What follows belongs to an exercise in optimizing a design on an open flow for small area, a short achievable clock period and few clock cycles; a production flow would make more cautious choices. No run shown here included a check of the RTL's function; only the layout flow was run. No activity file was given, so power comes from the tool's default toggle rates.

==> flow/design.v, too long to show whole: its modules and the start of the top module <==
// module booth_mul64: 1090 lines
module booth_mul64(clk, reset_n, multiplier, multiplicand, op_start, op_clear, op_done, result);
  // ...
==> flow/flow/run.sh <==
#!/bin/bash
# Layout flow: the standard flow, with the port buffers made of the
# smallest plain buffer instead of the default delay buffer, and no dummy
# loads in the clock tree.
set -o pipefail
export BUFFER_PORTS_ARGS="-buffer_cell sky130_fd_sc_hd__buf_1"
export CTS_ARGS="-sink_clustering_enable -repair_clock_nets -dont_use_dummy_load"
bash standard.sh > standard.log 2>&1
==> flow/standard.sh <==
#!/bin/bash
# synth_recipe.tcl (not shown) runs the flow's synth.tcl, then flattens the netlist and writes it again
# the make line also repeats each setting of config.mk as NAME=value (left out here)
make -C /OpenROAD-flow-scripts/flow DESIGN_CONFIG=/design/flow/config.mk WORK_HOME=/design/flow/orfs CLKGATE_MAP_FILE= SYNTH_SCRIPT=/design/flow/synth_recipe.tcl "${@:-finish}"
==> flow/config.mk <==
export PLATFORM = sky130hd
export DESIGN_NAME = booth_mul64
export DESIGN_NICKNAME = booth_mul64
export VERILOG_FILES = /design/flow/design.v
export SDC_FILE = /design/flow/constraint.sdc
export NUM_CORES = 4
export LEC_CHECK = 0
export CAP_MARGIN = 20
export CORE_MARGIN = 2
export CORE_UTILIZATION = 40
export SETUP_SLACK_MARGIN = 4.0
export SLEW_MARGIN = 20
==> flow/constraint.sdc <==
create_clock -name core_clock -period 7.0 [get_ports {clk}]
set_input_delay 1.4000 -clock core_clock [delete_from_list [all_inputs] [get_ports {clk}]]
set_output_delay 1.4000 -clock core_clock [all_outputs]
set_load 0.01 [all_outputs]
==> summary.md, run 1 <==
| Metric | Value |
|---|---|
| Antenna viol nets, final | `0` |
| Mapped Area | `23,900 um^2` |
| Cts hold-fix bufs | `0` |
| Final Max Slew Viols | `0` |
| Well tap count | `around 770` |
| Multi-input logic area | `about 17,000 um^2` |
| Io pins | `261` |
| Synth area leader | `fa_1` |
| Non-clk bufs | `~310` |
| Mux contribution to synthesized area | `0.0298` |
| Most common cell after layout, fill and taps aside | `buf_1` |
| WP data required | `about 7.4 ns` |
| Cells on worst reg2reg path | `11` |
| Run status | `finished clean` |
| Synth Area in Adders | `0.293` |
| Slew Limit Headroom | `0.392` |
| Clock Power Share | `0.138` |
| Post_cts resized | `roughly 140` |
| Initial antenna violation count | `0` |
| Inserted Clock Buffers | `39` |
| Gr usage total | `0.227` |
| Avg Cell Area, Syn | `10.2 um^2` |
| Die Span Y | `248 um` |
| Max_cap viols | `0` |
| Initial DRC count | `1,134` |
==> run 2, diff against run 1 <==
--- a/flow/design.v
+++ b/flow/design.v
@@ -1,24 +1,24 @@
 module booth_mul64(clk, reset_n, multiplier, multiplicand, op_start, op_clear, op_done, result);
   input clk, reset_n;
   input op_start, op_clear;
   input [63:0] multiplier, multiplicand;
   output op_done;
   output [127:0] result;
   reg st_idle, st_busy, st_cpa, st_done;
   reg [2:0] cnt;
-  reg [63:0] M;           
   reg [63:0] PL;          
   reg [64:0] S, C;        
   reg [7:0] SL, CL;       
   reg [3:0] bone0, btwo0, bneg0;   
   reg [3:0] bone1, btwo1, bneg1;   
   assign op_done = st_done;
   assign result = {S[63:0], PL};
+  wire [63:0] M = multiplicand;
   wire [64:0] xe  = {M[63], M};
   wire [64:0] x2e = {M, 1'b0};
   wire [64:0] pp0;
   wire nb0 = bneg0[0];
   assign pp0[32:0] = (({33{bone0[0]}} & xe[32:0]) | ({33{btwo0[0]}} & x2e[32:0])) ^ {33{bneg0[0]}};
   assign pp0[64:33] = (({32{bone1[0]}} | ~xe[64:33]) & ({32{btwo1[0]}} | ~x2e[64:33])) ^ {32{bneg1[0]}};
   wire [64:0] pp1;
   wire nb1 = bneg0[1];
@@ -1069,17 +1069,16 @@
       st_idle <= op_clear | (st_idle & ~op_start);
       st_busy <= ~op_clear & ((st_idle & op_start) | (st_busy & (cnt != 3'd7)));
       st_cpa  <= ~op_clear & st_busy & (cnt == 3'd7);
       st_done <= ~op_clear & (st_cpa | st_done);
       cnt <= st_busy ? cnt + 3'd1 : 3'd0;
       first <= st_idle;
     end
   always @(posedge clk) begin
-    M <= multiplicand;
     bone0 <= n_one; btwo0 <= n_two; bneg0 <= n_neg;
     bone1 <= ~n_one; btwo1 <= ~n_two; bneg1 <= ~n_neg;
     if (st_idle) PL <= multiplier;
     else if (st_busy | st_cpa) PL <= {sum[7:0], PL[63:8]};
     if (st_busy) S <= TS[72:8];
     else S[63:0] <= sum[71:8];
     if (st_busy) begin
       C <= TC[72:8]; SL <= TS[7:0]; CL <= TC[7:0];
==> run 2 against run 1 <==
Compared with the run above:
- cell count is 0.45% lower
- global-route usage hardly changed
- register-to-register slack worse by 0.23 ns
- synthesized cell count is 3.0% lower
- sequential cell count is 64 lower
==> summary.md, run 2 <==
| Metric | Value |
|---|---|
| Run status | `finished clean` |
| Synth area leader | `fa_1` |
| Warnings, synthesis | `1` |
| Initial DRT Pass Iterations | `5` |
| Vias in the first global route | `roughly 19k` |
| RSZ-0062 raised after global routing | `true` |
| WL per Instance | `around 21 um` |
| Die W | `approximately 240 um` |
| Max clock buf depth | `3` |
| Sw power | `5210 uW` |
| DPL Wire Length | `approximately 49,000 um` |
| Grt ovf | `0` |
| Share of post-route cells with drive strength above 1 | `0.326` |
| Post-synthesis xor/xnor area fraction | `0.117` |
| I/O Buffers | `260` |
| Multi-input logic area | `17,600 um^2 (+5.9%)` |
| Number of synthesized register bits | `239` |
| Complex-gate fraction of the synthesized area | `0.141` |
| Antenna viol nets, final | `0 (unchanged)` |
| Top cells by area, synth | `fa_1 (23%), dfxtp_1 (15%), edfxtp_1 (8.5%)` |
| Vias/cell | `5.35` |
| WS Path Type | `primary input to flip-flop` |
| WHS | `around 0.43 ns` |
| Die Span Y | `242 um (-2.5%)` |
| Max_cap viols | `0 (unchanged)` |
| Crit share post-route | `0.487` |
| Setup TNS | `0 ns` |
| Slew Limit Headroom | `0.186 (-0.205)` |
| Synthesized instance count | `around 2.3k` |
| Switching share of power | `0.452` |
| Avg Cell Area, Syn | `9.97 um^2 (-2.1%)` |
| Post-synthesis simple-gate area fraction | `0.0826` |
| Worst-Skew Late Latency | `0.58 ns` |
| WP data required | `7.45 ns (+0.02 ns)` |
| Distinct cell type count after synthesis | `80` |
| NumNets Final | `roughly 3.1k` |
| Synth Area in Adders | `0.309 (+0.0154)` |
| H-Tree Depth | `1` |
| Synth Flop Type | `dfxtp_1` |
| Worst VDD drop | `~0.00029 V` |
| Clock Power Share | `0.112 (-0.026)` |
| Mux contribution to synthesized area | `0.0309 (+0.00112)` |
| Layout Skew | `about 0.027 ns` |
| P&R area growth vs syn | `26.6%` |
| Sink Count | `239` |
| Setup crit start kind | `primary input` |
| Post-Route WL | `~69,000 um` |
| Io pins | `261 (unchanged)` |
| Lkg Pwr | `between 0.01 and 0.015 uW` |
| Commonest non-fill, non-tap cells in the layout | `inv_1 (212), buf_1 (197), xnor2_1 (195), fa_2 (151), dfxtp_1 (149)` |
| HP Class | `flip-flop to flip-flop` |
| Fin crit period | `between 3 and 4 ns` |
| Initial Util | `0.404` |
| Share of the synthesized area in the top cell type | `0.229` |
| Inserted Clock Buffers | `29 (-26%)` |
| F_max | `just under 0.3 GHz` |
| Crit-path max FO | `3` |
| Most frequent cell after synthesis | `inv_1` |
| P_int | `6310 uW` |
| Vias | `roughly 18k` |
| Largest net degree at the start of global routing | `87` |
| Mapped Area | `22,700 um^2 (-5.0%)` |
| Post-Syn Nets | `~2.8k` |
| Worst Tran Pin Value | `1.22 ns` |
| Crit path DAT | `about 3.9 ns` |
| Largest family of logic cells by synthesized area | `adder cells` |
| Initial DRC count | `1,257 (+11%)` |
| Clock slew at reported path FFs | `0.06 ns` |
| Area occupied by registers | `approximately 5500 um^2` |
| Final Setup Violations | `0` |
| Total Die Area | `58,600 um^2` |
| First-pass GRT wire length | `between 100,000 and 150,000 um` |
| Seq pwr share | `0.202` |
| Commonest cells post-synth | `inv_1 (308), fa_1 (259), xnor2_1 (213), dfxtp_1 (167), ha_1 (145)` |
| Core area | `56,200 um^2` |
| Gr usage total | `0.228 (+0.000408)` |
| DRC viols | `0` |
| CTS tree | `done` |
| Rows | `87` |
| FFs w/ async S/R, synth | `0.0335` |
| Comb power frac | `0.686` |
| Crit. End Element | `flip-flop` |
| CTS root buffer | `clkbuf_16` |
| Initial antenna violation count | `6 (+6)` |
| Sequential fraction of the synthesis area | `0.241` |
| Count of final hold-check violations | `0` |
| PwrDens | `between 400 and 500 nW/um^2` |
| Placer Congestion | `a little over 0.9` |
| Post-synth EDFFs | `64` |
| Filler cell count | `between 5k and 6k` |
| Final Max Slew Viols | `0 (unchanged)` |
| Most common cell after layout, fill and taps aside | `inv_1` |
[run 2: cell type report]
| class | instances | share of cell area |
|---|---|---|
| clock buffer | 29 | 0.0253 |
| timing repair buffer | 387 | 0.0923 |
| tap | 756 | 0.0329 |
| sequential | 239 | 0.192 |
| inverter | 309 | 0.0443 |
| antenna | 1 | 0.0000872 |
| multi-input combinational | 1571 | 0.613 |
[run 2: routing by layer]
metal | share of wire | vias to the layer above | track usage
met3 | 0.058 | 138 | 0.0453
met2 | 0.50 | 575 | 0.391
met1 | 0.41 | 8874 | 0.290
met5 | 0.00091 | - | 0
li1 | - | 8031 | -
met4 | 0.031 | 10 | 0.0668
[run 2: path summary, 6_finish.rpt]
path / start / endpoint / slack (ns) / cells after the start
setup / recovery: multiplicand[49] / C[42] / 3.59 / 11
hold / removal: cnt[0] / cnt[0] / 0.43 / 1
hold reg to reg: cnt[0] / cnt[0] / 0.43 / 1
min in group asynchronous: reset_n / st_done / 0.72 / 1
max in group asynchronous: reset_n / st_busy / 5.95 / 1
setup reg to reg: bneg1[3] / result[117] / 3.65 / 6
[run 2: logic make-up after synthesis]
group | after synthesis
AOI/OAI and AO/OA | 449
xor gates and xnor gates | 304
adders and majority gates | 404
buffers and inverters | 463
DFF | 239
muxes | 63
and+or+nand+nor | 351
[run 2: what timing repair did]
action	in CTS	in global routing
resized for setup	318	240
hold buffers	0	0
pin swaps	110	105
endpoints found under the setup margin	127	123
buffers inserted	71	30
gates cloned	0	3
[run 2: power groups by stage]
stage	combinational [uW]	sequential, uW	clock, uW
floorplan	5150	2210	0
global placement	7140	2300	0
detailed placement	7290	2300	0
CTS	7630	2290	1330
global route	8890	2380	1380
finish	7910	2320	1290
[run 2: critical path, stage by stage]
cell and delay (ns):
buf_6 0.08, clkinvlp_4 0.11, buf_6 0.14, buf_6 0.11, o22ai_2 0.21, xor2_2 0.12, fa_1 0.52, inv_1 0.06
fa_2 0.52, fa_2 0.44, and2_1 0.15
[run 2: stage by stage]
step                      utilization  std cells  setup WS [ns]  area [um^2]  total power [uW]
after floorplan                     -       2273           3.29        23900              7360
after global placement          0.444       3158           2.87        24900              9440
after detailed placement        0.444       3158           2.83        24900              9600
after CTS                       0.487       3258           3.67        27400             11300
after global routing            0.511       3291           3.57        28700             12600
final                           0.511       3292           3.59        28700             11500

## separate check: timing with driven ports
How much do the figures lean on ideal ports? The routed layouts below were timed once more, with nothing changed but the port constraints. Step 1 (the two cells are an assumption about what drives the block):
set clk [get_ports {clk}]
set_driving_cell -lib_cell sky130_fd_sc_hd__clkbuf_16 $clk
set_driving_cell -lib_cell sky130_fd_sc_hd__buf_2 [delete_from_list [all_inputs] $clk]
Step 2 moves the port delays by t, midway between the first and last clock arrival at a register: inputs arrive t later, outputs are due t later. That takes back most of the time a late clock gives input paths. Slacks: no drivers / after step 1 / after step 2; pairs: no drivers / after step 1.
run	shift t [ns]	slack for setup (ns)	worst hold slack (ns)	slew at the worst register clock pin (ns)	worst data-port slew with drivers (ns)
run 1	0.609	3.882 / 3.882 / 3.882	0.437 / 0.437 / 0.437	0.06 / 0.06	0.06
run 2	0.621	3.591 / 3.610 / 2.988	0.426 / 0.426 / 0.426	0.06 / 0.06	0.13
After both steps every run listed still meets setup and hold. For run 2, which loses most, drivers alone change the setup slack by +0.019 ns; drivers and shift together by -0.603 ns.
